Source: an optimization exercise on an open RTL-to-GDS flow (aim: a short achievable clock period and few clock cycles). Production flows keep margins and buffers that such runs may drop. In this exercise RTL edits were held to simulation tests only and were not proved equivalent to the original. No activity file was given, so power comes from the tool's default toggle rates.

Setup of run 1:
Design cpu_wrapper, start of the top module:
module cpu_wrapper(
    clk, rst, carry_in,
    imem_addr, imem_data,
    dmem_addr, dmem_we, dmem_wdata, dmem_rdata,
    io_out, halted
    );
==> flow/config.mk <==
export PLATFORM = sky130hd
export DESIGN_NAME = cpu_wrapper
export DESIGN_NICKNAME = cpu_wrapper
export VERILOG_FILES = /design/flow/design.v
export SDC_FILE = /design/flow/constraint.sdc
export NUM_CORES = 4
export LEC_CHECK = 0
export ABC_CLOCK_PERIOD_IN_PS = 2000
export CAP_MARGIN = 20
export CORE_MARGIN = 2
export CORE_UTILIZATION = 40
export CTS_CLUSTER_SIZE = 20
export SETUP_SLACK_MARGIN = 4.5
export SLEW_MARGIN = 20
==> flow/constraint.sdc <==
create_clock -name core_clock -period 6.5 [get_ports {clk}]
set_input_delay 1.3000 -clock core_clock [delete_from_list [all_inputs] [get_ports {clk}]]
set_output_delay 1.3000 -clock core_clock [all_outputs]
set_load 0.01 [all_outputs]
standard.sh (not shown) runs the stock make flow with config.mk's settings and CLKGATE_MAP_FILE= SYNTH_SCRIPT=/design/flow/synth_recipe.tcl, a recipe that flattens the netlist after the stock synthesis.
==> flow/flow/run.sh <==
#!/bin/bash
# The standard layout (the standard.sh), with one change: synthesis leaves
# adders as plain gates for abc instead of mapping them onto the library's
# full/half adder cells (ADDER_MAP_FILE empty), which gives faster carry logic.
# Registers are the standard synthesis's: the adder step never touches them.
set -euo pipefail
bash standard.sh ADDER_MAP_FILE= finish > standard_finish.log 2>&1
Testbench counts of run 1, summed over its fixed seeds: cycles 21,532.
Changes in run 2 relative to run 1:
# run 1
export LEC_CHECK = 0
export ABC_CLOCK_PERIOD_IN_PS = 2000
export CAP_MARGIN = 20
export CORE_MARGIN = 2
export CORE_UTILIZATION = 40
export CTS_CLUSTER_SIZE = 20
export SETUP_SLACK_MARGIN = 4.5
export SLEW_MARGIN = 20
create_clock -name core_clock -period 6.5 [get_ports {clk}]
# run 2
export LEC_CHECK = 0
export ABC_CLOCK_PERIOD_IN_PS = 2200
export CAP_MARGIN = 20
export CORE_MARGIN = 2
export CORE_UTILIZATION = 35
export PLACE_DENSITY_LB_ADDON = 0.2
export SETUP_SLACK_MARGIN = 4.3
export SLEW_MARGIN = 20
create_clock -name core_clock -period 6.5 [get_ports {clk}]
### Flow results
- Count of endpoints failing setup in the final report: run 2 vs run 1 identical
- Run 2: PASS, flow complete, no timing, DRC or antenna violations
- In the tables for run 2 and run 1, multi-input logic portion of the cell area reads higher with run 1.
- Post-route met1 wirelength, run 2 and run 1, higher one = run 2.
- Compared with run 1, run 2 is more frugal on power.
- The final worst-path cycle share in run 2 sits 1.5 points above the value recorded for run 1.
- Comparing run 2 and run 1, count of nets after finishing is lower on run 2.
What run 3 does differently from run 2 at the input level:
# run 2
export LEC_CHECK = 0
export ABC_CLOCK_PERIOD_IN_PS = 2200
export CAP_MARGIN = 20
export CORE_MARGIN = 2
export CORE_UTILIZATION = 35
export PLACE_DENSITY_LB_ADDON = 0.2
export SETUP_SLACK_MARGIN = 4.3
export SLEW_MARGIN = 20
create_clock -name core_clock -period 6.5 [get_ports {clk}]
# run 3
export LEC_CHECK = 0
export ABC_CLOCK_PERIOD_IN_PS = 1800
export CAP_MARGIN = 20
export CORE_MARGIN = 2
export CORE_UTILIZATION = 40
export SETUP_SLACK_MARGIN = 4.6
export SLEW_MARGIN = 20
create_clock -name core_clock -period 6.5 [get_ports {clk}]
Results
Cmp run 3 and run 2 / area added between synthesis and finish / higher: run 3. Run 2 vs run 3, startpoint of the worst setup timing path: imem_data[3] vs dmem_rdata[1]. Switching power summed over all nets, run 3 and run 2: smaller value in run 2. Total routed wirelength in run 3 is about 6% higher than in run 2. Run 3 vs. run 2: worst hold slack after final layout up 0.014 ns, synthesized netlist cell count barely changed, met3 global-route usage grew by 0.76 points, clock skew fell 0.0064 ns.
### run 3 -> run 4
# run 3
export LEC_CHECK = 0
export ABC_CLOCK_PERIOD_IN_PS = 1800
export CAP_MARGIN = 20
export CORE_MARGIN = 2
export CORE_UTILIZATION = 40
export SETUP_SLACK_MARGIN = 4.6
export SLEW_MARGIN = 20
create_clock -name core_clock -period 6.5 [get_ports {clk}]
# run 4
export LEC_CHECK = 0
export ABC_CLOCK_PERIOD_IN_PS = 2200
export CAP_MARGIN = 20
export CORE_MARGIN = 2
export CORE_UTILIZATION = 40
export SETUP_SLACK_MARGIN = 4.2
export SLEW_MARGIN = 20
create_clock -name core_clock -period 6.5 [get_ports {clk}]
--- outcome ---
Run 4 completed end to end with timing, DRC and antenna clean.
On peak per-stage delay on the critical path, the lower figure sits with run 3, not run 4.
Measured against each other, run 4 and run 3 differ in share of post-route cells with drive strength above 1, the lower figure coming from run 4.
The maximum clock frequency of run 4 is higher than that of run 3.
Run 4 against run 3: cell area now sits lower; final hold slack now sits lower.

Starting RTL as in the previous note.
// cpu_wrapper
module cpu_wrapper(
    clk, rst, carry_in,
    imem_addr, imem_data,
    dmem_addr, dmem_we, dmem_wdata, dmem_rdata,
    io_out, halted
    );
    input clk; input rst;
    input carry_in;
    output wire [7:0] imem_addr;
    input wire [7:0] imem_data;
    output wire [7:0] dmem_addr;
    output wire dmem_we;
    output wire [7:0] dmem_wdata;
    input wire [7:0] dmem_rdata;
    output wire [7:0] io_out;
    output wire halted;
    reg [7:0] alt_q;     
    reg       we_q;      
    reg       halt_q;    
    reg       dv_q;      
    reg       ir_v;      
    reg       hz_q;      
    reg [7:0] r0, r1, r2, r3;
    reg       z_q, c_q, n_q;
    reg [7:0] ret_q;
    reg [7:0] io_q;
    reg       pend_v;    
    reg       io_pend;   
    reg [7:0] ir_q;      
    reg [7:0] opa, opb;  
    reg [7:0] ma_n, mb_n;  
    reg [7:0] da_n, dw_n;  
    wire [7:0] ma = ~ma_n, mb = ~mb_n;
    reg       pend_mul;  
    reg [1:0] pend_dst;
    reg [15:0] mul_s, mul_c;
    reg        mul_z;
    reg k_alu;     
    reg k_cwe;     
    reg k_mult, k_ld, k_wr, k_rd, k_jmp, k_jcc, k_call, k_ret, k_wrio, k_brk, k_two;
    reg k_and, k_or, k_xor, k_add, k_sub, k_shl, k_shr, k_neg;
    reg k_ca;      
    reg k_cs;      
    reg k_fl;      
    reg k_ror;     
    wire [7:0] b = imem_data;
    wire b_alu2  = ~b[7];
    wire b_mult  = (b[7:4] == 4'b0011);
    wire b_shift = (b[7:4] == 4'b1000);
    wire b_neg   = (b[7:4] == 4'b1001) & (b[1:0] == 2'b00);
    wire b_ld    = (b[7:4] == 4'b1001) & (b[1:0] == 2'b11);
    wire b_wr    = (b[7:4] == 4'b1010);
    wire b_rd    = (b[7:4] == 4'b1011);
    wire b_jmp   = (b[7:3] == 5'b11000);
    wire b_jcc   = (b[7:3] == 5'b11001);
    wire b_call  = (b[7:3] == 5'b11010);
    wire b_ret   = (b[7:3] == 5'b11011);
    wire b_wrio  = (b[7:4] == 4'b1110);
    wire b_brk   = (b == 8'hFF);
    wire b_rdrd  = b_alu2 | b_shift | b_neg | b_wr;         
    wire b_rdrr  = b_alu2 | b_wr | b_rd | b_wrio;           
    wire [1:0] fd = ir_q[3:2];
    wire [7:0] nir;
    wire n_alu2  = ~nir[7];
    wire n_mult  = (nir[7:4] == 4'b0011);
  ...
Settings: LEC_CHECK=0, ABC_CLOCK_PERIOD_IN_PS=2000, CAP_MARGIN=20, CORE_MARGIN=2, CORE_UTILIZATION=40, SETUP_SLACK_MARGIN=4.4, SLEW_MARGIN=20; clock period 6.5 ns.
Scripts as last shown in full above: flow/flow/run.sh
The baseline completed without violations.
Testbench counts at the start, summed over its fixed seeds: cycles 21,532.
Rerun with:
CORE_UTILIZATION = 45   (was 40)
Result:
- cell area went down by 0.80%
- count of clock-buffer cells in the layout climbs by 1
- maximum frequency falls by 0.72%
- via count fell by about 1.5%
- routed wire length shrinks by about 1.3%
- global-route usage goes up by 2.7 points
- setup slack degrades by 0.018 ns
- utilization came out higher by 6.5 points
- non-clock buffer count shrinks by 14
- total power came out lower by about 1.2%
- critical path depth is higher by 1
Rerun with:
ABC_CLOCK_PERIOD_IN_PS = 1800   (was 2000)
CORE_UTILIZATION = 40   (was 45)
After rerunning: Fmax rises by 0.73%. Setup slack is better by 0.018 ns. Utilization falls by 6.5 points. Routed wire length rises by 1.3%. Area after synthesis is unchanged.
Rerun with:
==> flow/run.sh (new file) <==
#!/bin/bash
# synth_recipe.tcl (not shown) runs the flow's synth.tcl, then flattens the netlist and writes it again
# the make line also repeats each setting of config.mk as NAME=value (left out here)
make -C /OpenROAD-flow-scripts/flow DESIGN_CONFIG=/design/flow/config.mk WORK_HOME=/design/flow/orfs CLKGATE_MAP_FILE= SYNTH_SCRIPT=/design/flow/synth_recipe.tcl finish
ABC_CLOCK_PERIOD_IN_PS = 2200   (was 1800)
SETUP_SLACK_MARGIN = 4.2   (was 4.4)
removed: flow/flow/run.sh
removed: flow/standard.sh
Outcome: The changed run ran to the end with no violations; routed wire length fell by 14%; core utilization fell by 4.0 points; global-route usage fell by 0.88 points; worst setup slack degrades by 0.22 ns.

port drivers added, routing unchanged:
No port has a modelled driver above. Below, the same layouts with a new extraction and two added sets of constraints.
Step 1 (the two cells are an assumption about what drives the block):
set clk [get_ports {clk}]
set_driving_cell -lib_cell sky130_fd_sc_hd__clkbuf_16 $clk
set_driving_cell -lib_cell sky130_fd_sc_hd__buf_2 [delete_from_list [all_inputs] $clk]
Step 2 times the ports against the registers' clock, not the clock port: input delays grow and output delays shrink by t, the midpoint of the rising clock arrivals with the driver on.
Three values: ideal ports, drivers, drivers and shift; two values: the first two.
| run | t, ns | slack for setup (ns) | worst hold slack (ns) |
|---|---|---|---|
| run 1 | 0.488 | 4.105 / 4.105 / 3.617 | 0.400 / 0.400 / 0.400 |
| run 2 | 0.483 | 4.007 / 4.011 / 3.527 | 0.395 / 0.395 / 0.395 |
| run 3 | 0.485 | 3.996 / 4.019 / 3.534 | 0.409 / 0.409 / 0.409 |
| run 4 | 0.484 | 4.055 / 4.056 / 3.572 | 0.391 / 0.391 / 0.391 |
| the first run of note 2 | 0.494 | 4.070 / 4.091 / 3.597 | 0.382 / 0.382 / 0.382 |
| the second run of note 2 | 0.474 | 4.052 / 4.045 / 3.570 | 0.388 / 0.388 / 0.388 |
| the third run of note 2 | 0.494 | 4.070 / 4.091 / 3.597 | 0.382 / 0.382 / 0.382 |
| the fourth run of note 2 | 0.480 | 3.849 / 3.849 / 3.627 | 0.387 / 0.387 / 0.387 |
After both steps setup and hold are still met in every run listed. For run 1, which loses most, drivers alone change the setup slack by 0.000 ns; drivers and shift together by -0.488 ns.
